What follows belongs to an exercise in optimizing a design on an open flow for small area and a short achievable clock period; a production flow would make more cautious choices.
The RTL was checked by simulation tests, not by an equivalence proof against the original design.
No run shown here takes its clock network from TritonCTS; it comes from the design's own scripts or RTL.
The clock port is modelled as an ideal driver, which makes a skipped or thinned clock tree look cheaper than it is; a real chip needs a root buffer or a tree.
Power and IR drop assume default switching activity.

==> flow/design.v (outline; a module is shown in full before it is edited, if it fits) <==
// module alu: 66 lines
// module row_mux: 3 lines
// module row_mux_or: 3 lines
// module mul_cs: 616 lines
// module csa_fa: 4 lines
// module csa_fx: 4 lines
// module csa_x2: 3 lines
// module csa_or: 3 lines
// module booth_row2: 4 lines
// module booth_row4: 4 lines
// module booth_row6: 4 lines
// module booth_row8: 4 lines
// module booth_row10: 4 lines
// module booth_row12: 4 lines
// module booth_row14: 4 lines
// module booth_row16: 4 lines
// module booth_row18: 4 lines
// module booth_row20: 4 lines
// module booth_row22: 4 lines
// module booth_row24: 4 lines
// module booth_row26: 4 lines
// module booth_row28: 4 lines
// module booth_row30: 4 lines
// module booth_row32: 4 lines
// module csa_xn: 3 lines
// module pfx_add: 541 lines
// module pfx_nand: 3 lines
// module pfx_nor: 3 lines
// module pfx_xnor: 3 lines
// module pfx_inv: 3 lines
// module pfx_aoi: 3 lines
// module pfx_oai: 3 lines
module alu #(parameter DATA_WIDTH = 32, OP = 3)
(
    input wire start,
    input wire clk,
    input wire reset_n,
    input wire [DATA_WIDTH - 1 : 0] A,
    input wire [DATA_WIDTH - 1 : 0] B,
    input wire [OP - 1 : 0] op,
    output wire [DATA_WIDTH - 1 : 0] result,
    output reg done
);
  // ...
==> flow/flow/run.sh <==
#!/bin/bash
# The standard layout flow (standard.sh: ORFS with the standard flow's config and standard synthesis),
# with these changes:
#  - after floorplan, prep.tcl sets combinational cells to drive strength 1 (and gives
#    registers with a large fanout a stronger drive), so that the resizer, which sees the
#    placement, chooses the sizes;
#  - the ports are buffered with buf_2 cells (ORFS would pick clkdlybuf4s50_1 delay cells);
#  - the clock tree is two levels of clkbuf_16 buffers: 4 driven by the clock port, 8 leaf
#    buffers each at the centre of a group of registers (clock_tree.tcl, run by ORFS's cts
#    step in place of TritonCTS);
#  - repair_timing aims at a setup slack margin of 5.1 ns.
set -e
export BUFFER_PORTS_ARGS="-buffer_cell sky130_fd_sc_hd__buf_2"
export PRE_CTS_TCL=$(pwd)/flow/clock_tree.tcl
export CLK_GROUPS=8
export CLK_ROOTS=4
bash standard.sh SETUP_SLACK_MARGIN=5.1 floorplan > standard_floorplan.log 2>&1
ODB_IN=$(ls -d orfs/results/*/alu/base)/2_floorplan.odb FLOP_FANOUT=8 openroad -no_splash -exit flow/prep.tcl > prep.log 2>&1
bash standard.sh SETUP_SLACK_MARGIN=5.1 finish > standard.log 2>&1
==> flow/flow/clock_tree.tcl <==
# Clock tree built directly, in two levels: the clock port drives CLK_ROOTS clkbuf_16
# buffers, which drive CLK_GROUPS clkbuf_16 leaf buffers, each placed at the centre of one
# group of registers (the registers split by position) and driving that group's clock pins.
# Used in place of TritonCTS through the PRE_CTS_TCL hook of ORFS's cts step; the rest of the
# step (placement legalization, timing repair) runs as usual.
rename clock_tree_synthesis __orfs_clock_tree_synthesis
proc split_groups {items n} {
  set groups [list $items]
  set axis 0
  while {[llength $groups] < $n} {
    set new {}
    foreach g $groups {
      set g [lsort -integer -index $axis $g]
      set h [expr {[llength $g] / 2}]
      lappend new [lrange $g 0 [expr {$h - 1}]] [lrange $g $h end]
    }
    set groups $new
    set axis [expr {1 - $axis}]
  }
  return $groups
}
proc centre {g} {
  set sx 0; set sy 0
  foreach s $g { incr sx [lindex $s 0]; incr sy [lindex $s 1] }
  return [list [expr {$sx / [llength $g]}] [expr {$sy / [llength $g]}]]
}
proc clock_tree_synthesis {args} {
  set block [ord::get_db_block]
  set bufm [[ord::get_db] findMaster sky130_fd_sc_hd__clkbuf_16]
  set clknet [$block findNet clk]
  set sinks {}
  foreach it [$clknet getITerms] {
    set bb [[$it getInst] getBBox]
    lappend sinks [list [expr {([$bb xMin] + [$bb xMax]) / 2}] [expr {([$bb yMin] + [$bb yMax]) / 2}] $it]
  }
  # leaf buffers
  set leaves {}
  set i 0
  foreach g [split_groups $sinks $::env(CLK_GROUPS)] {
    lassign [centre $g] cx cy
    set buf [odb::dbInst_create $block $bufm "clkbuf_leaf_$i"]
    $buf setLocation $cx $cy
    $buf setPlacementStatus PLACED
    set net [odb::dbNet_create $block "clknet_leaf_$i"]
    $net setSigType CLOCK
    [$buf findITerm X] connect $net
    foreach s $g {
      set it [lindex $s 2]
      $it disconnect
      $it connect $net
    }
    lappend leaves [list $cx $cy [$buf findITerm A]]
    puts "clock leaf $i: [llength $g] registers at $cx $cy"
    incr i
  }
  # root buffers, driven by the clock port
  set i 0
  foreach g [split_groups $leaves $::env(CLK_ROOTS)] {
    lassign [centre $g] cx cy
    set buf [odb::dbInst_create $block $bufm "clkbuf_root_$i"]
    $buf setLocation $cx $cy
    $buf setPlacementStatus PLACED
    set net [odb::dbNet_create $block "clknet_root_$i"]
    $net setSigType CLOCK
    [$buf findITerm A] connect $clknet
    [$buf findITerm X] connect $net
    foreach s $g { [lindex $s 2] connect $net }
    puts "clock root $i: [llength $g] leaf buffers at $cx $cy"
    incr i
  }
  $clknet setSigType CLOCK
  global_connect
}
==> flow/flow/prep.tcl <==
# Runs on the floorplan database, before placement:
#  1. every combinational cell that synthesis gave a larger drive strength is set back to
#     its drive-1 version; the resizer, which sees the placement, sizes cells afterwards;
#  2. registers whose output drives more than FLOP_FANOUT pins get the drive-4 version of
#     their cell (same cell type, larger drive strength).
read_db $::env(ODB_IN)
set db [ord::get_db]
set block [ord::get_db_block]
set n 0
set f 0
foreach inst [$block getInsts] {
  set m [$inst getMaster]
  set name [$m getName]
  if {[$m isSequential]} {
    if {[regexp {^(sky130_fd_sc_hd__dfxtp)_([0-9]+)$} $name -> base size]} {
      set q [$inst findITerm Q]
      set net [$q getNet]
      if {$net ne "NULL" && [llength [$net getITerms]] - 1 > $::env(FLOP_FANOUT)} {
        $inst swapMaster [$db findMaster ${base}_4]
        incr f
      }
    }
    continue
  }
  if {[regexp {^(sky130_fd_sc_hd__[a-z0-9]+)_([0-9]+)$} $name -> base size] && $size > 1} {
    if {[string match "*df*" $base] || [string match "*dl*" $base] || [string match "*clk*" $base]} { continue }
    set new [$db findMaster ${base}_1]
    if {$new ne "NULL"} { $inst swapMaster $new; incr n }
  }
}
puts "downsized $n instances, upsized $f registers"
write_db $::env(ODB_IN)
==> flow/standard.sh <==
#!/bin/bash
# synth_recipe.tcl (not shown) runs the flow's synth.tcl, then flattens the netlist and writes it again
# the make line also repeats each setting of config.mk as NAME=value (left out here)
make -C /OpenROAD-flow-scripts/flow DESIGN_CONFIG=/design/flow/config.mk WORK_HOME=/design/flow/orfs CLKGATE_MAP_FILE= SYNTH_SCRIPT=/design/flow/synth_recipe.tcl "${@:-finish}"
==> flow/config.mk <==
export PLATFORM = sky130hd
export DESIGN_NAME = alu
export DESIGN_NICKNAME = alu
export VERILOG_FILES = /design/flow/design.v
export SDC_FILE = /design/flow/constraint.sdc
export NUM_CORES = 4
export LEC_CHECK = 0
export CAP_MARGIN = 20
export CORE_MARGIN = 2
export CORE_UTILIZATION = 45
export SETUP_SLACK_MARGIN = 5
export SLEW_MARGIN = 20
export SYNTH_HIERARCHICAL = 1
export SYNTH_MINIMUM_KEEP_SIZE = 0
==> flow/constraint.sdc <==
create_clock -name core_clock -period 9.5 [get_ports {clk}]
set_input_delay 1.9000 -clock core_clock [delete_from_list [all_inputs] [get_ports {clk}]]
set_output_delay 1.9000 -clock core_clock [all_outputs]
set_load 0.01 [all_outputs]
==> flow_metrics.env, run 1 <==
export IMPL_status="timing/DRC/antenna clean"
export IMPL_synth_nets=2052
export IMPL_cts_resized_gates=0
export IMPL_synth_top_area_share_pct=22.0
export IMPL_utilization_pct=45.2
export IMPL_pre_cts_ws_ps=5180
export IMPL_rrSetupSlack_ps=5250
export IMPL_core_area_um2=38900
export IMPL_path_cells="nor2_1 > nor2_1 > nand2_1 > nor2_1 > nand2_1 > o21ai_1 > xor2_1 > nor2_1 > buf_2"
export IMPL_io_pins=103
export IMPL_min_path_type="reg2reg"
export IMPL_max_freq_ghz=0.231
export IMPL_area_growth_pct=-1.48
export IMPL_crit_top_cell="nor2_1"
export IMPL_synthMuxAreaShare_pct=0
export IMPL_synth_compound_area_share_pct=26.5
export IMPL_met2_usage_pct=45.5
export IMPL_power_w=0.00756
export IMPL_synth_most_common_cell="xnor2_1"
export IMPL_routed_wirelength_um=57800
export IMPL_slowest_delay_ps=380
export IMPL_ys_seq_area_share_pct=17.0
export IMPL_ff_latch_area_um2=3150
export IMPL_final_max_slew_viol_count=0
export IMPL_dieWidth_um=203
export IMPL_maxSlewHeadroom_pct=43.0
export IMPL_grt_max_degree=70
export IMPL_fillers=3813
==> inputs of run 2 (changes only) <==
--- a/flow/flow/run.sh
+++ b/flow/flow/run.sh
@@ -8,12 +8,12 @@
 #  - the clock tree is two levels of clkbuf_16 buffers: 4 driven by the clock port, 8 leaf
 #    buffers each at the centre of a group of registers (clock_tree.tcl, run by ORFS's cts
 #    step in place of TritonCTS);
-#  - repair_timing aims at a setup slack margin of 5.1 ns.
+#  - repair_timing aims at a setup slack margin of 5.35 ns.
 set -e
 export BUFFER_PORTS_ARGS="-buffer_cell sky130_fd_sc_hd__buf_2"
 export PRE_CTS_TCL=$(pwd)/flow/clock_tree.tcl
 export CLK_GROUPS=8
 export CLK_ROOTS=4
-bash standard.sh SETUP_SLACK_MARGIN=5.1 floorplan > standard_floorplan.log 2>&1
+bash standard.sh SETUP_SLACK_MARGIN=5.35 floorplan > standard_floorplan.log 2>&1
 ODB_IN=$(ls -d orfs/results/*/alu/base)/2_floorplan.odb FLOP_FANOUT=8 openroad -no_splash -exit flow/prep.tcl > prep.log 2>&1
-bash standard.sh SETUP_SLACK_MARGIN=5.1 finish > standard.log 2>&1
+bash standard.sh SETUP_SLACK_MARGIN=5.35 finish > standard.log 2>&1
==> run 2 against run 1 <==
  * Largest power group unchanged
  * First-iteration DRC count up 1.1%
  * Sequential share of layout area down 0.59 points
  * Worst hold slack better by 0.61 ps
  * Clock skew down 0.92 ps
  * Highest routed layer unchanged
  * Register-to-register slack better by 110 ps
  * Setup slack better by 190 ps
  * Utilization up 2.1 points
==> flow_metrics.env, run 2 <==
export IMPL_status="timing/DRC/antenna clean"
export IMPL_postSynthRegisterBits=151
export IMPL_switchingPower_w=0.00365
export IMPL_rrSetupSlack_ps=5360
export IMPL_synth_cells=1786
export IMPL_globalplace_congestion=0.938
export IMPL_rsz0062_at_grt="yes"
export IMPL_sw_frac_of_total_pct=47.6
export IMPL_area_growth_pct=3.19
export IMPL_hold_slack_ps=366
export IMPL_synth_nets=2052
export IMPL_grt_pass1_vias=14654
export IMPL_p_comb_share_pct=81.7
export IMPL_dr_pass1_iters=6
export IMPL_diodes=0
export IMPL_maxSlewHeadroom_pct=51.7
export IMPL_yosys_most_used_dff="dfxtp_1"
export IMPL_worst_r2r_path_depth=10
export IMPL_worstMarginPinSlew_ps=725
export IMPL_drive_above_1_share_pct=14.4
export IMPL_start_kind="flip-flop"
export IMPL_yosys_warnings=7
export IMPL_power_density_nw_per_um2=416
export IMPL_hold_depth=0
export IMPL_slowest_delay_ps=380
export IMPL_overflow=0
export IMPL_final_cells=2362
export IMPL_dieHeight_um=203
export IMPL_die_area_um2=41300
export IMPL_period_share_pct=43.6
export IMPL_largest_registers="a_r x32, x_r x32, y_r x32"
export IMPL_internal_power_w=0.00402
export IMPL_synth_commonest_cells="xnor2_1, fa_1, nand2_1, dfxtp_1, a22oi_2"
export IMPL_synth_area_leaders="fa_1, xnor2_1, dfxtp_1, a22oi_2, a22oi_1"
export IMPL_grt_max_degree=70
export IMPL_grt_pass1_wl_um=88700
export IMPL_arrival_ps=2240
export IMPL_place_inst=2326
export IMPL_synthArstFlopShare_pct=1.32
export IMPL_synth_top_area_share_pct=22.0
export IMPL_path_cells="nand2_1 > o21ai_1 > a21oi_1 > o21ai_1 > a21oi_1 > o21ai_2 > xor2_1 > nor2_1 > buf_2"
export IMPL_worstSkewPairLatency_ps=300
export IMPL_critPathKind="reg2out"
export IMPL_syn_area_per_cell_um2=10.0
export IMPL_ys_seq_area_share_pct=17.0
export IMPL_finalSetupTns_ps=0
export IMPL_wl_per_cell_um=25.8
export IMPL_clockPowerShare_pct=5.6
export IMPL_dieWidth_um=203
export IMPL_antenna_found_initial=0
export IMPL_cp_required_ps=7600
export IMPL_cts_hold_repair_buffers=0
export IMPL_power_w=0.00767
export IMPL_max_freq_ghz=0.242
export IMPL_fin_crit_ps=4140
export IMPL_drc=0
export IMPL_io_pins=103
export IMPL_maxCapViolCount=0
export IMPL_power_leakage_nw=6.51
export IMPL_routed_wirelength_um=60800
export IMPL_final_cell_mix="xnor2_1, a22oi_1, fa_1"
export IMPL_pwr_share_seq_pct=12.6
export IMPL_synth_most_common_cell="xnor2_1"
export IMPL_vias=14463
export IMPL_ir_drop_mv=0.427
export IMPL_num_rows=72
export IMPL_clk_pin_slew_ps=90
export IMPL_crit_family="compound AO/OA/AOI/OAI gates"
export IMPL_via_per_inst=6.12
export IMPL_dp_hpwl_um=39900
export IMPL_critPathBufInv=1
export IMPL_initial_core_util_pct=45.9
export IMPL_synth_cell_types=42
export IMPL_synth_edff_count=0
export IMPL_min_to="done"
export IMPL_slowest_stage="dfxtp_1"
export IMPL_port_buffer_count=102
export IMPL_finalHoldViolCount=0
export IMPL_final_common_cell="xnor2_1"
export IMPL_final_nets=2112
export IMPL_grt_usage_pct=27.8
export IMPL_cp_end_kind="primary output"
export IMPL_final_max_slew_viol_count=0
export IMPL_stdcell_area_um2=18400
export IMPL_synth_cell_area_um2=17900
export IMPL_min_path_type="reg2reg"
export IMPL_dpl_instance_area_um2=17300
export IMPL_r2r_start="btwo_r[1]"
export IMPL_drtIter0Drc=1420
export IMPL_fin_skew_ps=27.9
export IMPL_hold_start="done_reg"
export IMPL_crit_fanout=3
export IMPL_yosysTopAreaCell="fa_1"
export IMPL_setup_violations_final=0
export IMPL_rr_endpoint="x_r[23]"
export IMPL_ant_nets=0
export IMPL_core_area_um2=38900
run 2: cell counts after synthesis:
No cell type changed its count.
run 2: modules after synthesis, one instance, submodules excluded, excerpt:
module       flops+latches  cells  area (µm²)  times used
booth_row26              0     61         632           1
pfx_add                  0     69         504           1
booth_row18              0     42         413           1
booth_row16              0     37         369           1
booth_row12              0     27         262           1
booth_row10              0     23         243           1
booth_row4               0      9        76.3           1
booth_row2               0      4        33.8           1
csa_or                   0      1        6.26           8
pfx_oai                  0      1        5.00          78
pfx_nor                  0      1        3.75          89
run 2: layer usage:
| layer | wire length, µm | GRT usage (%) |
|---|---|---|
| met5 | 0 | 0 |
| met4 | 3220 | 11.4 |
| met3 | 6270 | 5.34 |
| met2 | 27600 | 45.2 |
| met1 | 23700 | 36.3 |
run 2: power by group through the flow:
stage / clock (W) / combinational [W] / sequential, W
after floorplan: 0 / 0.00523 / 0.000898
after global placement: 0 / 0.00603 / 0.000975
after detailed placement: 0 / 0.00613 / 0.000980
after CTS: 0.000341 / 0.00615 / 0.000980
after global routing: 0.000465 / 0.00687 / 0.000987
final: 0.000432 / 0.00627 / 0.000971
run 2: cells by family (layout without fill, tap and decap cells):
logic type	after synthesis	count (layout)	synth area share, %
buffers and inverters	137	195	6.08
other	1	1	0.0210
AOI/OAI and AO/OA	551	551	26.5
and+or+nand+nor	324	324	7.58
xor gates and xnor gates	426	426	20.9
DFF	151	151	17.0
adders and majority gates	196	196	22.0
run 2: worst max path at each step:
stage	startpoint	end	slack [ps]	cells past startpoint
3_5_place_dp	btwo_r[7]	y_r[30]	5180	10
3_3_place_gp	btwo_r[7]	y_r[30]	5220	10
4_1_cts	a_r[4]	y_r[30]	5350	10
6_report	x_r[9]	result[17]	5360	9
2_1_floorplan	a_r[13]	y_r[30]	5350	10
5_1_grt	y_r[6]	result[25]	5280	9
run 2: area by class of cell:
cell class                      instances  area, µm²
Tap cell                              518        648
Timing Repair Buffer                  155       1380
Fill cell                            3733      20500
Buffer                                 12        300
Sequential cell                       151       3190
Multi-Input combinational cell       1498      12800
Inverter                               28        105
run 2: per-stage QoR:
| step | setup WS (ps) | utilization, % |
|---|---|---|
| 2_1_floorplan | 5350 | - |
| 6_report | 5360 | 47.4 |
| 4_1_cts | 5350 | 45.4 |
| 5_1_grt | 5280 | 47.4 |
| 3_5_place_dp | 5180 | 44.4 |
| 3_3_place_gp | 5220 | 44.4 |
run 2: timing repair:
action	CTS	global route
setup buffers	2	15
setup endpoints to repair	8	29
gates resized for setup	14	110
pin swaps	0	8
cloned	0	7
==> inputs of run 3 (changes only) <==
--- a/flow/flow/run.sh
+++ b/flow/flow/run.sh
@@ -15,5 +15,5 @@
 export CLK_GROUPS=8
 export CLK_ROOTS=4
 bash standard.sh SETUP_SLACK_MARGIN=5.35 floorplan > standard_floorplan.log 2>&1
-ODB_IN=$(ls -d orfs/results/*/alu/base)/2_floorplan.odb FLOP_FANOUT=8 openroad -no_splash -exit flow/prep.tcl > prep.log 2>&1
+ODB_IN=$(ls -d orfs/results/*/alu/base)/2_floorplan.odb FLOP_FANOUT=4 openroad -no_splash -exit flow/prep.tcl > prep.log 2>&1
 bash standard.sh SETUP_SLACK_MARGIN=5.35 finish > standard.log 2>&1
==> run 3 against run 2 <==
  * Utilization rose by 0.058 points
  * Still clean on timing, DRC and antenna
  * Via count increased by 1.2%
  * Synthesized cell count unchanged
  * Setup slack improved by 93 ps
  * Power grew 0.59%
  * Largest cell class unchanged
  * Highest routed layer is now met5
  * Critical endpoint is now y_r[30]
  * Sequential power increased by 1%
==> flow_metrics.env, run 3 <==
export IMPL_worst_path_stages=11
export IMPL_dr_pass1_iters=5
export IMPL_overflow=0
export IMPL_crit_fanout=29
export IMPL_synth_top_area_share_pct=22.0
export IMPL_synth_cell_area_um2=17900
export IMPL_antenna_found_initial=1
export IMPL_period_share_pct=42.6
export IMPL_ant_nets=0
export IMPL_dieWidth_um=203
export IMPL_syn_area_per_cell_um2=10.0
export IMPL_die_area_um2=41300
export IMPL_maxCapViolCount=0
export IMPL_synth_area_leaders="fa_1, xnor2_1, dfxtp_1, a22oi_2, a22oi_1"
export IMPL_worstMarginPinSlew_ps=781
export IMPL_synth_most_common_cell="xnor2_1"
export IMPL_power_w=0.00772
export IMPL_utilization_pct=47.4
export IMPL_path_cells="buf_12 > a22oi_1 > xnor2_1 > fa_1 > fa_1 > fa_1 > fa_1 > fa_1 > fa_1 > xnor2_1 > o21ai_1"
export IMPL_worst_r2r_path_depth=11
export IMPL_num_rows=72
export IMPL_cp_required_ps=9650
export IMPL_worstSkewPairLatency_ps=300
export IMPL_largest_registers="a_r x32, x_r x32, y_r x32"
export IMPL_setup_violations_final=0
export IMPL_dieHeight_um=203
export IMPL_grt_usage_pct=28.2
export IMPL_core_area_um2=38900
export IMPL_synthMuxAreaShare_pct=0
export IMPL_synth_commonest_cells="xnor2_1, fa_1, nand2_1, dfxtp_1, a22oi_2"
export IMPL_endpoint="y_r[30]"
export IMPL_crit_family="adder cells"
export IMPL_power_leakage_nw=6.50
export IMPL_synthAdderAreaFrac_pct=22.0
export IMPL_synth_edff_count=0
export IMPL_grt_pass1_wl_um=89500
export IMPL_synth_nets=2052
export IMPL_dp_hpwl_um=39900
export IMPL_yosys_most_used_dff="dfxtp_1"
export IMPL_grt_pass1_vias=14691
export IMPL_via_per_inst=6.19
export IMPL_critPathLaunch="bone_r[3]"
export IMPL_synth_cell_types=42
export IMPL_crit_top_cell="fa_1"
export IMPL_status="timing/DRC/antenna clean"
export IMPL_vias=14634
export IMPL_routed_wirelength_um=61800
export IMPL_synth_cells=1786
export IMPL_fin_crit_ps=4050
export IMPL_ir_drop_mv=0.518
export IMPL_final_common_cell="xnor2_1"
export IMPL_power_density_nw_per_um2=418
export IMPL_drive_above_1_share_pct=15.2
export IMPL_arrival_ps=4200
export IMPL_max_freq_ghz=0.247
export IMPL_cp_end_kind="flip-flop"
export IMPL_rrSetupSlack_ps=5450
export IMPL_initial_core_util_pct=45.9
export IMPL_synth_top_family_by_area="compound AO/OA/AOI/OAI gates"
export IMPL_rr_endpoint="y_r[30]"
export IMPL_synth_compound_area_share_pct=26.5
export IMPL_slowest_delay_ps=500
export IMPL_min_path_type="reg2reg"
export IMPL_synthArstFlopShare_pct=1.32
export IMPL_final_cell_mix="xnor2_1, a22oi_1, fa_1"
export IMPL_synth_xor_area_share_pct=20.9
export IMPL_globalplace_congestion=0.926
export IMPL_critPathKind="reg2reg"
export IMPL_wl_per_cell_um=26.1
export IMPL_maxSlewHeadroom_pct=47.9
export IMPL_synth_simple_area_share_pct=7.58
export IMPL_rsz0062_at_grt="yes"
export IMPL_grt_max_degree=70
export IMPL_fin_skew_ps=29.1
export IMPL_r2r_start="bone_r[3]"
export IMPL_drc=0
export IMPL_cts_hold_repair_buffers=0
export IMPL_final_max_slew_viol_count=0
export IMPL_critPathBufInv=1
export IMPL_clk_pin_slew_ps=80
export IMPL_finalSetupTns_ps=0
export IMPL_yosysTopAreaCell="fa_1"
export IMPL_drtIter0Drc=1590
export IMPL_start_kind="flip-flop"
export IMPL_slowest_stage="fa_1"
export IMPL_final_nets=2115
export IMPL_postSynthRegisterBits=151
export IMPL_ys_seq_area_share_pct=17.0
export IMPL_finalHoldViolCount=0
export IMPL_io_pins=103
export IMPL_yosys_warnings=7
export IMPL_port_buffer_count=102
export IMPL_hold_slack_ps=343
export IMPL_area_growth_pct=3.32
## run 3: how the worst min path moves through the flow
| stage | start | to | cells past startpoint |
|---|---|---|---|
| after floorplan | done_reg | done | 0 |
| after global placement | done_reg | done | 0 |
| after detailed placement | done_reg | done | 0 |
| after CTS | done_reg | done | 0 |
| after global routing | done_reg | done | 0 |
| final | done_reg | done | 0 |
## run 3: cells by family after synthesis
group,Yosys count
xor+xnor,426
simple gates,324
buf+inv,137
other cells,1
flops,151
fa+ha+maj,196
compound gates,551
## run 3: power by group
part	leakage [nW]	total, W	internal [W]	switching [W]
combinational	5.06	0.00630	0.00303	0.00327
clock	0.148	0.000438	0.000226	0.000212
sequential	1.30	0.000981	0.000762	0.000219
## run 3: per-module statistics from Yosys, one instance, submodules excluded, a selection
module       flops+latches  cells  copies in the design
booth_row20              0     46                     1
pfx_aoi                  0      1                    57
pfx_nand                 0      1                    78
booth_row4               0      9                     1
pfx_nor                  0      1                    89
csa_xn                   0      1                    58
booth_row14              0     32                     1
mul_cs                   0      1                     1
pfx_inv                  0      1                    11
alu                    151    418                     1
booth_row18              0     42                     1
booth_row16              0     37                     1
## run 3: per-stage QoR
stage | instances | cell area [µm²] | setup slack (ps)
CTS | 2338 | 17700 | 5360
global placement | 2320 | 17300 | 5080
floorplan | 1786 | 17900 | 5350
finish | 2366 | 18500 | 5450
global route | 2365 | 18500 | 5280
detailed placement | 2320 | 17300 | 5080
## run 3: what timing repair did
item / CTS / global route
cloned: 0 / 4
endpoints found under the setup margin: 16 / 30
pin swaps: 0 / 7
buffers inserted: 6 / 23
hold endpoints to repair: 0 / 0
resized for setup: 15 / 82
## run 3: layout make-up
| type | count | area, µm² |
|---|---|---|
| well taps | 518 | 648 |
| repair buffers | 158 | 1360 |
| plain buffers | 12 | 300 |
| inverters | 28 | 105 |
| flip-flops and latches | 151 | 3250 |
| diodes | 1 | 2.50 |
| multi-input cells | 1498 | 12800 |
| fillers | 3794 | 20500 |
## run 3: routing by layer
layer | track usage, % | routed length (µm)
met1 | 36.4 | 24100
met2 | 46.3 | 28400
met3 | 5.88 | 6330
met4 | 11.2 | 2940
met5 | 0 | 12
## run 3: worst register-to-register path, cell delays in order, from the launching register on
cell and delay (ps):
dfxtp_1 370, buf_12 240, a22oi_1 150, xnor2_1 170
fa_1 470, fa_1 500, fa_1 420, fa_1 390
fa_1 500, fa_1 450, xnor2_1 170, o21ai_1 80
==> inputs of run 4 (changes only) <==
--- a/flow/flow/run.sh
+++ b/flow/flow/run.sh
@@ -8,12 +8,12 @@
 #  - the clock tree is two levels of clkbuf_16 buffers: 4 driven by the clock port, 8 leaf
 #    buffers each at the centre of a group of registers (clock_tree.tcl, run by ORFS's cts
 #    step in place of TritonCTS);
-#  - repair_timing aims at a setup slack margin of 5.35 ns.
+#  - repair_timing aims at a setup slack margin of 5.25 ns.
 set -e
 export BUFFER_PORTS_ARGS="-buffer_cell sky130_fd_sc_hd__buf_2"
 export PRE_CTS_TCL=$(pwd)/flow/clock_tree.tcl
 export CLK_GROUPS=8
 export CLK_ROOTS=4
-bash standard.sh SETUP_SLACK_MARGIN=5.35 floorplan > standard_floorplan.log 2>&1
+bash standard.sh SETUP_SLACK_MARGIN=5.25 floorplan > standard_floorplan.log 2>&1
 ODB_IN=$(ls -d orfs/results/*/alu/base)/2_floorplan.odb FLOP_FANOUT=4 openroad -no_splash -exit flow/prep.tcl > prep.log 2>&1
-bash standard.sh SETUP_SLACK_MARGIN=5.35 finish > standard.log 2>&1
+bash standard.sh SETUP_SLACK_MARGIN=5.25 finish > standard.log 2>&1
==> run 4 against run 3 <==
  * Final area shrank 2.7%
  * Fmax shrank 2.4%
  * Sequential power grew 1%
  * First-iteration DRC count shrank 0.57%
  * Sequential share of layout area grew 0.39 points
  * Synthesized area is the same
  * Global-route usage shrank 0.33 points
  * Clock skew is essentially flat
  * Synthesized cell count is the same
  * Cell count shrank 0.89%
  * Power shrank 1.3%
==> flow_metrics.env, run 4 <==
export IMPL_status="timing/DRC/antenna clean"
export IMPL_slowest_stage="dfxtp_1"
export IMPL_critPathKind="reg2out"
export IMPL_final_cells=2345
export IMPL_synthArstFlopShare_pct=1.32
export IMPL_worstMarginPinSlew_ps=809
export IMPL_synth_cells=1786
export IMPL_dieHeight_um=203
export IMPL_maxCapViolCount=0
export IMPL_core_area_um2=38900
export IMPL_synth_cell_area_um2=17900
export IMPL_io_pins=103
export IMPL_dr_pass1_iters=7
export IMPL_grt_usage_pct=27.9
export IMPL_arrival_ps=2250
export IMPL_synth_area_leaders="fa_1, xnor2_1, dfxtp_1, a22oi_2, a22oi_1"
export IMPL_postSynthRegisterBits=151
export IMPL_rsz0062_at_grt="yes"
export IMPL_finalHoldViolCount=0
export IMPL_period_share_pct=43.7
export IMPL_ys_seq_area_share_pct=17.0
export IMPL_dieWidth_um=203
export IMPL_yosys_warnings=7
export IMPL_synth_cell_types=42
export IMPL_path_cells="nor2_1 > nor2_1 > nand2_1 > nor2_2 > nand2_1 > o21ai_1 > xor2_1 > nor2_1 > buf_2"
export IMPL_final_cell_mix="xnor2_1, a22oi_1, fa_1"
export IMPL_setup_violations_final=0
export IMPL_p_comb_share_pct=81.3
export IMPL_slowest_delay_ps=400
export IMPL_port_buffer_count=102
export IMPL_pwr_share_seq_pct=13.0
export IMPL_synth_edff_count=0
export IMPL_synth_most_common_cell="xnor2_1"
export IMPL_final_max_slew_viol_count=0
export IMPL_place_inst=2320
export IMPL_sw_frac_of_total_pct=47.8
export IMPL_initial_core_util_pct=45.9
export IMPL_final_nets=2095
export IMPL_min_path_type="reg2reg"
export IMPL_area_growth_pct=0.504
export IMPL_finalSetupTns_ps=0
export IMPL_vias=14300
export IMPL_ir_drop_mv=0.497
export IMPL_start_kind="flip-flop"
export IMPL_power_w=0.00762
export IMPL_power_leakage_nw=6.30
export IMPL_globalplace_congestion=0.926
export IMPL_crit_fanout=3
export IMPL_switchingPower_w=0.00364
export IMPL_synth_top_area_share_pct=22.0
export IMPL_grt_max_degree=70
export IMPL_crit_top_cell="nor2_1"
export IMPL_cp_end_kind="primary output"
export IMPL_cp_required_ps=7600
export IMPL_fin_skew_ps=29.6
export IMPL_synth_commonest_cells="xnor2_1, fa_1, nand2_1, dfxtp_1, a22oi_2"
export IMPL_syn_area_per_cell_um2=10.0
export IMPL_yosysTopAreaCell="fa_1"
export IMPL_grt_pass1_wl_um=88700
export IMPL_clockPowerShare_pct=5.7
export IMPL_fin_crit_ps=4150
export IMPL_synth_nets=2052
export IMPL_clk_pin_slew_ps=100
export IMPL_ant_nets=0
export IMPL_drtIter0Drc=1581
export IMPL_die_area_um2=41300
export IMPL_yosys_most_used_dff="dfxtp_1"
export IMPL_wl_per_cell_um=25.5
export IMPL_overflow=0
export IMPL_antenna_found_initial=0
export IMPL_diodes=0
export IMPL_max_freq_ghz=0.241
export IMPL_routed_wirelength_um=59800
export IMPL_drive_above_1_share_pct=12.5
export IMPL_maxSlewHeadroom_pct=46.1
export IMPL_drc=0
export IMPL_via_per_inst=6.10
export IMPL_internal_power_w=0.00398
export IMPL_dp_hpwl_um=39900
export IMPL_final_common_cell="xnor2_1"
export IMPL_grt_pass1_vias=14634
export IMPL_largest_registers="a_r x32, x_r x32, y_r x32"
export IMPL_num_rows=72
export IMPL_worstSkewPairLatency_ps=300
export IMPL_power_density_nw_per_um2=424
-- run 4: through the flow --
step           util (%)  setup slack [ps]  hold WS, ps  instance area [µm²]
2_1_floorplan         -              5300          331                17900
3_3_place_gp       44.5              5080          335                17300
3_5_place_dp       44.5              5080          335                17300
4_1_cts            45.2              5260          335                17600
5_1_grt            46.1              5240          361                18000
6_report           46.1              5350          347                18000
-- run 4: repair_timing --
item                                   CTS  global route
pin swaps                                0             2
setup buffers                            0            13
setup endpoints to repair                8            25
endpoints found under the hold margin    0             0
resized for setup                        3            41
hold buffers                             0             0
-- run 4: worst paths after layout --
| kind | cells past startpoint | endpoint | slack, ps | start |
|---|---|---|---|---|
| max in group asynchronous | 1 | done_reg | 8010 | reset_n |
| worst min-delay path | 0 | done | 350 | done_reg |
| min in group asynchronous | 1 | done | 1390 | reset_n |
| worst max register to register | 10 | y_r[30] | 5360 | bone_r[5] |
| worst max-delay path | 9 | result[17] | 5350 | x_r[16] |
| worst min register to register | 0 | done | 350 | done_reg |
-- run 4: kinds of logic after synthesis --
family,synth area share (%)
and+or+nand+nor,7.58
adders and majority gates,22.0
other,0.0210
DFF,17.0
xor gates and xnor gates,20.9
buffers and inverters,6.08
AOI/OAI and AO/OA,26.5
-- run 4: power groups by stage --
stage / clock network, W / logic [W] / registers, W
detailed placement: 0 / 0.00610 / 0.00101
global placement: 0 / 0.00600 / 0.00101
floorplan: 0 / 0.00523 / 0.000898
finish: 0.000437 / 0.00619 / 0.000992
global route: 0.000469 / 0.00684 / 0.00101
CTS: 0.000340 / 0.00610 / 0.00101
-- run 4: Yosys stat by module (local to each module, per instance), excerpt --
module / cells / cell area [µm²]
pfx_inv: 1 / 3.75
csa_or: 1 / 6.26
pfx_add: 69 / 504
booth_row30: 70 / 606
booth_row6: 13 / 104
pfx_nand: 1 / 3.75
booth_row24: 55 / 439
booth_row12: 27 / 262
booth_row22: 51 / 510
booth_row26: 61 / 632
booth_row18: 42 / 413
-- run 4: final cells by class --
type / instances / area (µm²)
inverter: 28 / 105
sequential: 151 / 3230
tap: 518 / 648
buffer: 12 / 300
timing repair buffer: 138 / 976
fill: 3856 / 21000
multi-input combinational: 1498 / 12700
-- run 4: layer usage --
metal | track usage (%) | wire length (µm) | share of wire, % | vias to the layer above
li1 | - | - | - | 6244
met1 | 36.4 | 23700 | 40 | 7007
met2 | 46.1 | 27800 | 47 | 855
met3 | 5.07 | 5640 | 9.4 | 194
met4 | 10.6 | 2630 | 4.4 | 0
met5 | 0 | 0 | 0 | -
-- run 4: critical path: cells and delay by family, from the launching register on --
kind	cells	cell delay [ps]
xor gates and xnor gates	1	200
DFF	1	400
AOI/OAI and AO/OA	1	330
and+or+nand+nor	6	870
buffers and inverters	1	160
==> inputs of run 5 (changes only) <==
--- a/flow/flow/run.sh
+++ b/flow/flow/run.sh
@@ -15,5 +15,5 @@
 export CLK_GROUPS=8
 export CLK_ROOTS=4
 bash standard.sh SETUP_SLACK_MARGIN=5.25 floorplan > standard_floorplan.log 2>&1
-ODB_IN=$(ls -d orfs/results/*/alu/base)/2_floorplan.odb FLOP_FANOUT=4 openroad -no_splash -exit flow/prep.tcl > prep.log 2>&1
+ODB_IN=$(ls -d orfs/results/*/alu/base)/2_floorplan.odb FLOP_FANOUT=8 openroad -no_splash -exit flow/prep.tcl > prep.log 2>&1
 bash standard.sh SETUP_SLACK_MARGIN=5.25 finish > standard.log 2>&1
==> run 5 against run 4 <==
  * Still clean
  * Power shrank 0.16%
  * Final area is 0.22% lower
  * Die area unchanged
  * Worst hold slack better by 19 ps
  * Fmax shrank 0.53%
  * Utilization down 0.10 points
  * Clock skew increased by 1.4 ps
  * Flip-flop and latch count is the same
  * Critical endpoint unchanged
  * Largest power group unchanged
==> flow_metrics.env, run 5 <==
export IMPL_power_density_nw_per_um2=424
export IMPL_dp_hpwl_um=39900
export IMPL_antenna_found_initial=0
export IMPL_fin_skew_ps=31.0
export IMPL_final_cell_mix="xnor2_1, a22oi_1, fa_1"
export IMPL_dieWidth_um=203
export IMPL_finalHoldViolCount=0
export IMPL_core_area_um2=38900
export IMPL_dieHeight_um=203
export IMPL_synth_most_common_cell="xnor2_1"
export IMPL_setup_violations_final=0
export IMPL_yosys_warnings=7
export IMPL_clk_pin_slew_ps=100
export IMPL_synth_nets=2052
export IMPL_synth_cell_types=42
export IMPL_cp_required_ps=7600
export IMPL_synth_area_leaders="fa_1, xnor2_1, dfxtp_1, a22oi_2, a22oi_1"
export IMPL_yosys_most_used_dff="dfxtp_1"
export IMPL_final_common_cell="xnor2_1"
export IMPL_period_share_pct=43.9
export IMPL_status="timing/DRC/antenna clean"
export IMPL_finalSetupTns_ps=0
export IMPL_ir_drop_mv=0.426
export IMPL_io_pins=103
export IMPL_ys_seq_area_share_pct=17.0
export IMPL_vias=14272
export IMPL_cp_end_kind="primary output"
export IMPL_grt_max_degree=70
export IMPL_largest_registers="a_r x32, x_r x32, y_r x32"
export IMPL_initial_core_util_pct=45.9
export IMPL_start_kind="flip-flop"
export IMPL_via_per_inst=6.08
export IMPL_final_cells=2347
export IMPL_power_leakage_nw=6.31
export IMPL_synthArstFlopShare_pct=1.32
export IMPL_grt_pass1_vias=14624
export IMPL_final_nets=2097
export IMPL_num_rows=72
export IMPL_ant_nets=0
export IMPL_max_freq_ghz=0.240
export IMPL_min_path_type="reg2reg"
export IMPL_postSynthRegisterBits=151
export IMPL_diodes=0
export IMPL_grt_pass1_wl_um=88600
export IMPL_wl_per_cell_um=25.1
export IMPL_drc=0
export IMPL_routed_wirelength_um=59000
export IMPL_yosysTopAreaCell="fa_1"
export IMPL_die_area_um2=41300
export IMPL_grt_usage_pct=27.7
export IMPL_rsz0062_at_grt="yes"
export IMPL_globalplace_congestion=0.938
export IMPL_port_buffer_count=102
export IMPL_synth_commonest_cells="xnor2_1, fa_1, nand2_1, dfxtp_1, a22oi_2"
export IMPL_syn_area_per_cell_um2=10.0
export IMPL_synth_edff_count=0
export IMPL_fin_crit_ps=4170
export IMPL_worstSkewPairLatency_ps=300
export IMPL_overflow=0
export IMPL_area_growth_pct=0.280
export IMPL_maxSlewHeadroom_pct=49.3
export IMPL_crit_fanout=3
export IMPL_worstMarginPinSlew_ps=760
export IMPL_drtIter0Drc=1464
export IMPL_synth_cells=1786
export IMPL_final_max_slew_viol_count=0
export IMPL_synth_top_area_share_pct=22.0
export IMPL_drive_above_1_share_pct=11.7
export IMPL_place_inst=2326
export IMPL_synth_cell_area_um2=17900
export IMPL_cts_hold_repair_buffers=0
export IMPL_arrival_ps=2270
export IMPL_maxCapViolCount=0
export IMPL_critPathKind="reg2out"
export IMPL_dr_pass1_iters=6
-- run 5: layout make-up --
cell class                      count  area (µm²)
Fill cell                        3794       21000
Multi-Input combinational cell   1498       12700
Sequential cell                   151        3160
Timing Repair Buffer              140        1010
Tap cell                          518         648
Buffer                             12         300
Inverter                           28         105
-- run 5: final timing paths --
kind | endpoint | startpoint | depth (start not counted) | slack [ps]
setup / recovery | result[17] | x_r[13] | 9 | 5330
hold reg to reg | done | done_reg | 0 | 370
max in group asynchronous | done_reg | reset_n | 1 | 8030
setup reg to reg | y_r[30] | nneg_r[12] | 9 | 5360
min in group asynchronous | done | reset_n | 1 | 1380
hold / removal | done | done_reg | 0 | 370
-- run 5: logic make-up after synthesis --
group           synth area share [%]
compound gates                  26.5
xor+xnor                        20.9
simple gates                    7.58
fa+ha+maj                       22.0
flops                           17.0
buf+inv                         6.08
other cells                   0.0210
-- run 5: Yosys stat by module, one instance, submodules excluded, a selection --
module,cells inside,cell area [µm²]
alu,418,4750
booth_row12,27,262
mul_cs,1,3.75
pfx_aoi,1,8.76
booth_row14,32,299
booth_row4,9,76.3
booth_row8,18,148
csa_xn,1,8.76
pfx_nor,1,3.75
-- run 5: routing by layer --
layer | part of all wire, % | wire, µm | track usage [%] | vias to the layer above
li1 | - | - | - | 6249
met1 | 40 | 23600 | 36.1 | 6992
met2 | 46 | 27300 | 45.5 | 867
met3 | 9.4 | 5540 | 5.24 | 164
met4 | 4.3 | 2540 | 10.7 | 0
met5 | 0 | 0 | 0 | -
-- run 5: per-stage QoR --
step	util, %	hold WS [ps]	total power (W)	instance area, µm²	worst slack [ps]
after CTS	45.2	349	0.00746	17600	5270
after floorplan	-	331	0.00613	17900	5300
after global routing	46.0	382	0.00827	17900	5190
final	46.0	366	0.00761	17900	5330
after detailed placement	44.4	349	0.00711	17300	5180
after global placement	44.4	337	0.00701	17300	5220
-- run 5: critical path, cell delays in order, from the launching register on --
cell and delay [ps]:
dfxtp_1 370, nor2_1 90, nor2_1 260, nand2_1 160
nor2_1 310, nand2_1 120, o21ai_2 240, xor2_1 190
nor2_1 60, buf_2 160
-- run 5: power breakdown --
| group | internal, W | total [W] | switching, W |
|---|---|---|---|
| sequential | 0.000762 | 0.000968 | 0.000206 |
| clock | 0.000226 | 0.000431 | 0.000205 |
| combinational | 0.00300 | 0.00621 | 0.00321 |
-- run 5: repair_timing --
action,in CTS,in global routing
gates resized for setup,3,50
setup buffers,0,8
pin swaps,0,2
gates cloned,0,1
setup endpoints to repair,4,22
==> inputs of run 6 (changes only) <==
--- a/flow/flow/run.sh
+++ b/flow/flow/run.sh
@@ -15,5 +15,5 @@
 export CLK_GROUPS=8
 export CLK_ROOTS=4
 bash standard.sh SETUP_SLACK_MARGIN=5.25 floorplan > standard_floorplan.log 2>&1
-ODB_IN=$(ls -d orfs/results/*/alu/base)/2_floorplan.odb FLOP_FANOUT=8 openroad -no_splash -exit flow/prep.tcl > prep.log 2>&1
+ODB_IN=$(ls -d orfs/results/*/alu/base)/2_floorplan.odb FLOP_FANOUT=6 LIB_FILE=$FLOW_HOME/platforms/sky130hd/lib/sky130_fd_sc_hd__tt_025C_1v80.lib openroad -no_splash -exit flow/prep.tcl > prep.log 2>&1
 bash standard.sh SETUP_SLACK_MARGIN=5.25 finish > standard.log 2>&1
--- a/flow/flow/prep.tcl
+++ b/flow/flow/prep.tcl
@@ -1,9 +1,14 @@
 # Runs on the floorplan database, before placement:
+#  0. synthesis buffers are removed;
 #  1. every combinational cell that synthesis gave a larger drive strength is set back to
 #     its drive-1 version; the resizer, which sees the placement, sizes cells afterwards;
 #  2. registers whose output drives more than FLOP_FANOUT pins get the drive-4 version of
 #     their cell (same cell type, larger drive strength).
 read_db $::env(ODB_IN)
+read_liberty $::env(LIB_FILE)
+# synthesis buffers go first (placement would remove them anyway), so that register
+# fanouts are counted as placement will see them
+remove_buffers
 set db [ord::get_db]
 set block [ord::get_db_block]
 set n 0
==> run 6 against run 5 <==
  * Clock power down 2%
  * First-iteration DRC count down 1.7%
  * Die area unchanged
  * Final area down 1.0%
  * Still clean on timing, DRC and antenna
  * Critical endpoint is now result[16]
  * Flip-flop and latch count unchanged
  * Worst hold slack worse by 0.68 ps
==> flow_metrics.env, run 6 <==
export IMPL_critPathKind="reg2out"
export IMPL_finalSetupTns_ps=0
export IMPL_utilization_pct=45.6
export IMPL_dieWidth_um=203
export IMPL_clockPowerShare_pct=5.4
export IMPL_arrival_ps=2280
export IMPL_worstSkewPairLatency_ps=300
export IMPL_rrSetupSlack_ps=5360
export IMPL_p_comb_share_pct=80.8
export IMPL_grt_pass1_wl_um=85000
export IMPL_setup_violations_final=0
export IMPL_power_density_nw_per_um2=444
export IMPL_internal_power_w=0.00402
export IMPL_worstMarginPinSlew_ps=764
export IMPL_min_path_type="reg2reg"
export IMPL_crit_family="compound AO/OA/AOI/OAI gates"
export IMPL_cp_required_ps=7600
export IMPL_port_buffer_count=102
export IMPL_synth_simple_area_share_pct=7.58
export IMPL_multi_input_area_um2=12800
export IMPL_overflow=0
export IMPL_cts_hold_repair_buffers=0
export IMPL_max_freq_ghz=0.239
export IMPL_synth_compound_area_share_pct=26.5
export IMPL_synthArstFlopShare_pct=1.32
export IMPL_antenna_found_initial=0
export IMPL_grt_pass1_vias=14192
export IMPL_crit_fanout=3
export IMPL_clk_pin_slew_ps=80
export IMPL_critPathBufInv=1
export IMPL_switchingPower_w=0.00385
export IMPL_io_pins=103
export IMPL_grt_usage_pct=26.4
export IMPL_dieHeight_um=203
export IMPL_start_kind="flip-flop"
export IMPL_initial_core_util_pct=45.9
export IMPL_synth_cell_types=42
export IMPL_vias=14009
export IMPL_finalHoldViolCount=0
export IMPL_synth_nets=2052
export IMPL_final_common_cell="xnor2_1"
export IMPL_globalplace_congestion=0.956
export IMPL_synth_xor_area_share_pct=20.9
export IMPL_ir_drop_mv=0.534
export IMPL_drtIter0Drc=1439
export IMPL_synth_commonest_cells="xnor2_1, fa_1, nand2_1, dfxtp_1, a22oi_2"
export IMPL_final_cell_mix="xnor2_1, a22oi_1, fa_1"
export IMPL_final_nets=2071
export IMPL_synthAdderAreaFrac_pct=22.0
export IMPL_postSynthRegisterBits=151
export IMPL_dr_pass1_iters=6
export IMPL_die_area_um2=41300
export IMPL_period_share_pct=44.0
export IMPL_area_growth_pct=-0.735
export IMPL_synth_cell_area_um2=17900
export IMPL_fin_crit_ps=4180
export IMPL_routed_wirelength_um=55500
export IMPL_yosysTopAreaCell="fa_1"
export IMPL_synth_top_area_share_pct=22.0
export IMPL_ant_nets=0
export IMPL_synth_area_leaders="fa_1, xnor2_1, dfxtp_1, a22oi_2, a22oi_1"
export IMPL_yosys_most_used_dff="dfxtp_1"
export IMPL_cp_end_kind="primary output"
export IMPL_sw_frac_of_total_pct=48.9
export IMPL_yosys_warnings=7
export IMPL_diodes=0
export IMPL_synth_cells=1786
export IMPL_syn_area_per_cell_um2=10.0
export IMPL_ff_latch_area_um2=3300
export IMPL_synthMuxAreaShare_pct=0
export IMPL_power_leakage_nw=6.14
export IMPL_ys_seq_area_share_pct=17.0
export IMPL_status="timing/DRC/antenna clean"
export IMPL_dp_hpwl_um=39500
export IMPL_final_max_slew_viol_count=0
export IMPL_largest_registers="a_r x32, x_r x32, y_r x32"
export IMPL_path_cells="nor2_1 > o21ai_1 > a21oi_1 > o21ai_1 > a21oi_1 > o21ai_1 > xor2_1 > nor2_1 > buf_2"
export IMPL_synth_edff_count=0
export IMPL_rsz0062_at_grt="yes"
export IMPL_maxCapViolCount=0
export IMPL_synth_most_common_cell="xnor2_1"
export IMPL_core_area_um2=38900
export IMPL_drive_above_1_share_pct=12.9
export IMPL_fin_skew_ps=31.6
export IMPL_synth_top_family_by_area="compound AO/OA/AOI/OAI gates"
export IMPL_fillers=3871
export IMPL_pwr_share_seq_pct=13.8
export IMPL_grt_max_degree=70
export IMPL_crit_top_cell="o21ai_1"
export IMPL_wl_per_cell_um=23.9
export IMPL_slowest_delay_ps=350
export IMPL_slowest_stage="dfxtp_1"
export IMPL_num_rows=72
export IMPL_maxSlewHeadroom_pct=49.1
export IMPL_drc=0
export IMPL_via_per_inst=6.04
-- run 6: per-stage QoR --
stage	cell area [µm²]	setup WS, ps	hold slack, ps	power, W	cells
2_1_floorplan	17900	5300	331	0.00613	1786
6_report	17700	5320	365	0.00787	2321
3_3_place_gp	17300	5330	339	0.00730	2302
3_5_place_dp	17300	5310	347	0.00740	2302
4_1_cts	17600	5300	347	0.00774	2314
5_1_grt	17700	5230	386	0.00857	2321
-- run 6: power groups by stage --
stage	combinational (W)	clock [W]	sequential, W
final	0.00636	0.000424	0.00108
after global routing	0.00701	0.000462	0.00110
after CTS	0.00631	0.000340	0.00110
after detailed placement	0.00630	0	0.00110
after global placement	0.00621	0	0.00109
after floorplan	0.00523	0	0.000898
-- run 6: timing repair --
action | in CTS | in global routing
buffers inserted | 0 | 7
resized for setup | 0 | 31
setup endpoints to repair | 0 | 17
-- run 6: Yosys stat by module, one instance, submodules excluded, excerpt --
module | cell area, µm² | times used | flip-flops and latches
csa_xn | 8.76 | 58 | 0
booth_row28 | 654 | 1 | 0
booth_row32 | 591 | 1 | 0
booth_row12 | 262 | 1 | 0
booth_row24 | 439 | 1 | 0
booth_row2 | 33.8 | 1 | 0
pfx_oai | 5.00 | 78 | 0
mul_cs | 3.75 | 1 | 0
pfx_nor | 3.75 | 89 | 0
alu | 4750 | 1 | 151
csa_fa | 20.0 | 196 | 0
booth_row30 | 606 | 1 | 0
booth_row20 | 434 | 1 | 0
booth_row4 | 76.3 | 1 | 0
pfx_aoi | 8.76 | 57 | 0
-- run 6: per-layer routing --
metal / track usage, % / routed length (µm) / share of wire, %
met1: 35.2 / 22900 / 41
met2: 44.6 / 26300 / 47
met3: 2.88 / 4200 / 7.6
met4: 8.76 / 2150 / 3.9
met5: 0 / 0 / 0
-- run 6: area by class of cell --
class                      count  share of cell area (%)
buffer                        12                    1.69
tap                          518                    3.65
multi-input combinational   1498                    71.9
sequential                   151                    18.6
inverter                      28                   0.593
timing repair buffer         114                    3.51
-- run 6: final timing paths --
kind | from | end | cells past startpoint
worst max-delay path | y_r[13] | result[16] | 9
worst min register to register | done_reg | done | 0
min in group asynchronous | reset_n | done | 1
worst min-delay path | done_reg | done | 0
max in group asynchronous | reset_n | done_reg | 1
worst max register to register | bone_r[6] | x_r[29] | 9
-- run 6: kinds of logic after synthesis --
kind of cell	count (synthesis)
other	1
and+or+nand+nor	324
AOI/OAI and AO/OA	551
DFF	151
adders and majority gates	196
xor gates and xnor gates	426
buffers and inverters	137
==> inputs of run 7 (changes only) <==
--- a/flow/flow/run.sh
+++ b/flow/flow/run.sh
@@ -8,12 +8,12 @@
 #  - the clock tree is two levels of clkbuf_16 buffers: 4 driven by the clock port, 8 leaf
 #    buffers each at the centre of a group of registers (clock_tree.tcl, run by ORFS's cts
 #    step in place of TritonCTS);
-#  - repair_timing aims at a setup slack margin of 5.25 ns.
+#  - repair_timing aims at a setup slack margin of 5.35 ns.
 set -e
 export BUFFER_PORTS_ARGS="-buffer_cell sky130_fd_sc_hd__buf_2"
 export PRE_CTS_TCL=$(pwd)/flow/clock_tree.tcl
 export CLK_GROUPS=8
 export CLK_ROOTS=4
-bash standard.sh SETUP_SLACK_MARGIN=5.25 floorplan > standard_floorplan.log 2>&1
+bash standard.sh SETUP_SLACK_MARGIN=5.35 floorplan > standard_floorplan.log 2>&1
 ODB_IN=$(ls -d orfs/results/*/alu/base)/2_floorplan.odb FLOP_FANOUT=6 LIB_FILE=$FLOW_HOME/platforms/sky130hd/lib/sky130_fd_sc_hd__tt_025C_1v80.lib openroad -no_splash -exit flow/prep.tcl > prep.log 2>&1
-bash standard.sh SETUP_SLACK_MARGIN=5.25 finish > standard.log 2>&1
+bash standard.sh SETUP_SLACK_MARGIN=5.35 finish > standard.log 2>&1
==> run 7 against run 6 <==
  * Sequential power about the same
  * Register-to-register slack improved by 20 ps
  * Final area increased by 3.5%
  * Global-route usage about the same
  * Critical endpoint is now x_r[29]
  * First-iteration DRC count increased by 12%
  * Clock skew about the same
  * Clock power about the same
  * Combinational power increased by 3%
  * Routed wire length increased by 5.3%
  * Setup slack improved by 60 ps
  * Synthesized area unchanged
==> flow_metrics.env, run 7 <==
export IMPL_status="timing/DRC/antenna clean"
export IMPL_final_cells=2351
export IMPL_routed_wirelength_um=58500
export IMPL_slowest_delay_ps=710
export IMPL_synth_cell_types=42
export IMPL_antenna_found_initial=0
export IMPL_drive_above_1_share_pct=17.4
export IMPL_largest_registers="a_r x32, x_r x32, y_r x32"
export IMPL_ant_nets=0
export IMPL_fillers=3828
export IMPL_grt_usage_pct=26.4
export IMPL_final_common_cell="xnor2_1"
export IMPL_crit_top_cell="fa_1"
export IMPL_arrival_ps=4280
export IMPL_dpl_instance_area_um2=17300
export IMPL_yosys_warnings=7
export IMPL_crit_fanout=28
export IMPL_clk_pin_slew_ps=80
export IMPL_dieWidth_um=203
export IMPL_port_buffer_count=102
export IMPL_cp_required_ps=9670
export IMPL_yosysTopAreaCell="fa_1"
export IMPL_synthArstFlopShare_pct=1.32
export IMPL_fin_crit_ps=4120
export IMPL_synth_nets=2052
export IMPL_final_nets=2101
export IMPL_overflow=0
export IMPL_synth_most_common_cell="xnor2_1"
export IMPL_power_leakage_nw=6.39
export IMPL_area_growth_pct=2.70
export IMPL_vias=14382
export IMPL_final_max_slew_viol_count=0
export IMPL_slowest_stage="dfxtp_4"
export IMPL_synth_area_leaders="fa_1, xnor2_1, dfxtp_1, a22oi_2, a22oi_1"
export IMPL_synth_cells=1786
export IMPL_cp_end_kind="flip-flop"
export IMPL_syn_area_per_cell_um2=10.0
export IMPL_ys_seq_area_share_pct=17.0
export IMPL_worstMarginPinSlew_ps=768
export IMPL_final_cell_mix="xnor2_1, a22oi_1, fa_1"
export IMPL_dieHeight_um=203
export IMPL_wl_per_cell_um=24.9
export IMPL_grt_pass1_wl_um=85000
export IMPL_worstSkewPairLatency_ps=300
export IMPL_grt_max_degree=70
export IMPL_setup_violations_final=0
export IMPL_synth_edff_count=0
export IMPL_max_freq_ghz=0.243
export IMPL_drc=0
export IMPL_maxCapViolCount=0
export IMPL_initial_core_util_pct=45.9
export IMPL_postSynthRegisterBits=151
export IMPL_power_density_nw_per_um2=438
export IMPL_via_per_inst=6.12
export IMPL_finalSetupTns_ps=0
export IMPL_stdcell_area_um2=18400
export IMPL_place_inst=2302
export IMPL_cts_hold_repair_buffers=0
export IMPL_path_cells="xnor2_1 > fa_1 > fa_1 > fa_1 > fa_1 > fa_1 > or2_1 > o31ai_1"
export IMPL_core_area_um2=38900
export IMPL_synth_top_area_share_pct=22.0
export IMPL_synth_commonest_cells="xnor2_1, fa_1, nand2_1, dfxtp_1, a22oi_2"
export IMPL_start_kind="flip-flop"
export IMPL_min_path_type="reg2reg"
export IMPL_ff_latch_area_um2=3310
export IMPL_period_share_pct=43.3
export IMPL_synth_cell_area_um2=17900
export IMPL_globalplace_congestion=0.956
export IMPL_maxSlewHeadroom_pct=48.8
export IMPL_rsz0062_at_grt="yes"
export IMPL_io_pins=103
export IMPL_drtIter0Drc=1608
export IMPL_dr_pass1_iters=8
export IMPL_die_area_um2=41300
export IMPL_ir_drop_mv=0.535
export IMPL_grt_pass1_vias=14183
export IMPL_hold_slack_ps=365
export IMPL_finalHoldViolCount=0
export IMPL_critPathKind="reg2reg"
export IMPL_multi_input_area_um2=13000
export IMPL_yosys_most_used_dff="dfxtp_1"
export IMPL_fin_skew_ps=32.0
export IMPL_num_rows=72
export IMPL_diodes=0
export IMPL_dp_hpwl_um=39500
==> run 7: worst paths after layout <==
path	start	to	slack [ps]	cells after the start
worst max-delay path	nneg_r[3]	x_r[29]	5380	8
worst min-delay path	done_reg	done	370	0
worst max register to register	nneg_r[3]	x_r[29]	5380	8
worst min register to register	done_reg	done	370	0
max in group asynchronous	reset_n	done_reg	8020	1
min in group asynchronous	reset_n	done	1390	1
==> run 7: cell families (layout without fill, tap and decap cells) <==
family / Yosys count / in the layout / share of synthesized area (%)
xor+xnor: 426 / 426 / 20.9
buf+inv: 137 / 184 / 6.08
other cells: 1 / 1 / 0.0210
simple gates: 324 / 324 / 7.58
compound gates: 551 / 551 / 26.5
fa+ha+maj: 196 / 196 / 22.0
flops: 151 / 151 / 17.0
==> run 7: cell type report <==
class,count,area share (%)
buffer,12,1.64
multi-input combinational,1498,70.6
tap,518,3.53
sequential,151,18.0
timing repair buffer,144,5.66
inverter,28,0.573
==> run 7: through the flow <==
stage | total power [W] | worst slack, ps | utilization, %
detailed placement | 0.00740 | 5310 | 44.3
global route | 0.00868 | 5330 | 47.2
finish | 0.00803 | 5380 | 47.2
global placement | 0.00730 | 5330 | 44.3
floorplan | 0.00613 | 5350 | -
CTS | 0.00774 | 5360 | 45.1
==> run 7: critical path, delay by kind of cell (launching register included) <==
family                   cells  cell delay, ps
adder cells (fa/ha/maj)      5            2440
flip-flops                   1             710
XOR/XNOR                     1             210
AND/OR/NAND/NOR              1             280
AO/OA/AOI/OAI                1             320
==> run 7: routing by layer <==
| metal | vias to the layer above | share of wire, % | global-route usage, % |
|---|---|---|---|
| met4 | 0 | 4.9 | 8.76 |
| met2 | 885 | 46 | 44.5 |
| met1 | 7061 | 40 | 35.3 |
| li1 | 6240 | - | - |
| met3 | 196 | 8.8 | 2.89 |
| met5 | - | 0 | 0 |
==> run 7: per-module statistics from Yosys, one instance, submodules excluded, excerpt <==
module	times used	flip-flops and latches	cell area [µm²]	cells inside
mul_cs	1	0	3.75	1
pfx_nand	78	0	3.75	1
booth_row2	1	0	33.8	4
booth_row32	1	0	591	74
pfx_nor	89	0	3.75	1
booth_row24	1	0	439	55
booth_row16	1	0	369	37
pfx_add	1	0	504	69
booth_row20	1	0	434	46
row_mux	43	0	5.00	1
booth_row28	1	0	654	65
pfx_inv	11	0	3.75	1
==> run 7: what timing repair did <==
action,in CTS,in global routing
resized for setup,1,90
buffers inserted,0,37
pin swaps,0,11
endpoints found under the hold margin,0,0
endpoints found under the setup margin,1,26
==> run 7: where the power goes <==
part / internal (W) / leakage [nW] / switching (W)
Sequential: 0.000763 / 1.30 / 0.000301
Clock: 0.000226 / 0.148 / 0.000200
Combinational: 0.00310 / 4.94 / 0.00345

-- what the ideal ports hide --
In the flow no input, the clock included, has a driving cell. The finished layouts below were timed again as built, in two steps.
Step 1, drivers: a clkbuf_16 drives clk and a buf_2 each remaining input, both assumed.
Step 2 adds t to the input delays and takes it off the output delays; t is the mean of the earliest and latest rising clock arrival at the registers after step 1. Input paths then give back, and output paths get back, about the clock's delay inside the block.
a / b / c = ideal ports / drivers / drivers and shift; a / b = the first two.
| run | shift t [ns] | setup WS [ns] | worst setup path after step 2 |
|---|---|---|---|
| run 1 | 0.400 | 5.172 / 5.056 / 5.255 | register to register |
| run 2 | 0.401 | 5.360 / 5.243 / 5.365 | register to register |
| run 3 | 0.413 | 5.454 / 5.325 / 5.454 | register to register |
| run 4 | 0.411 | 5.353 / 5.227 / 5.362 | register to register |
| run 5 | 0.401 | 5.331 / 5.215 / 5.364 | register to register |
| run 6 | 0.402 | 5.324 / 5.202 / 5.358 | register to register |
| run 7 | 0.407 | 5.384 / 5.303 / 5.384 | register to register |
After both steps every run listed still meets setup and hold.
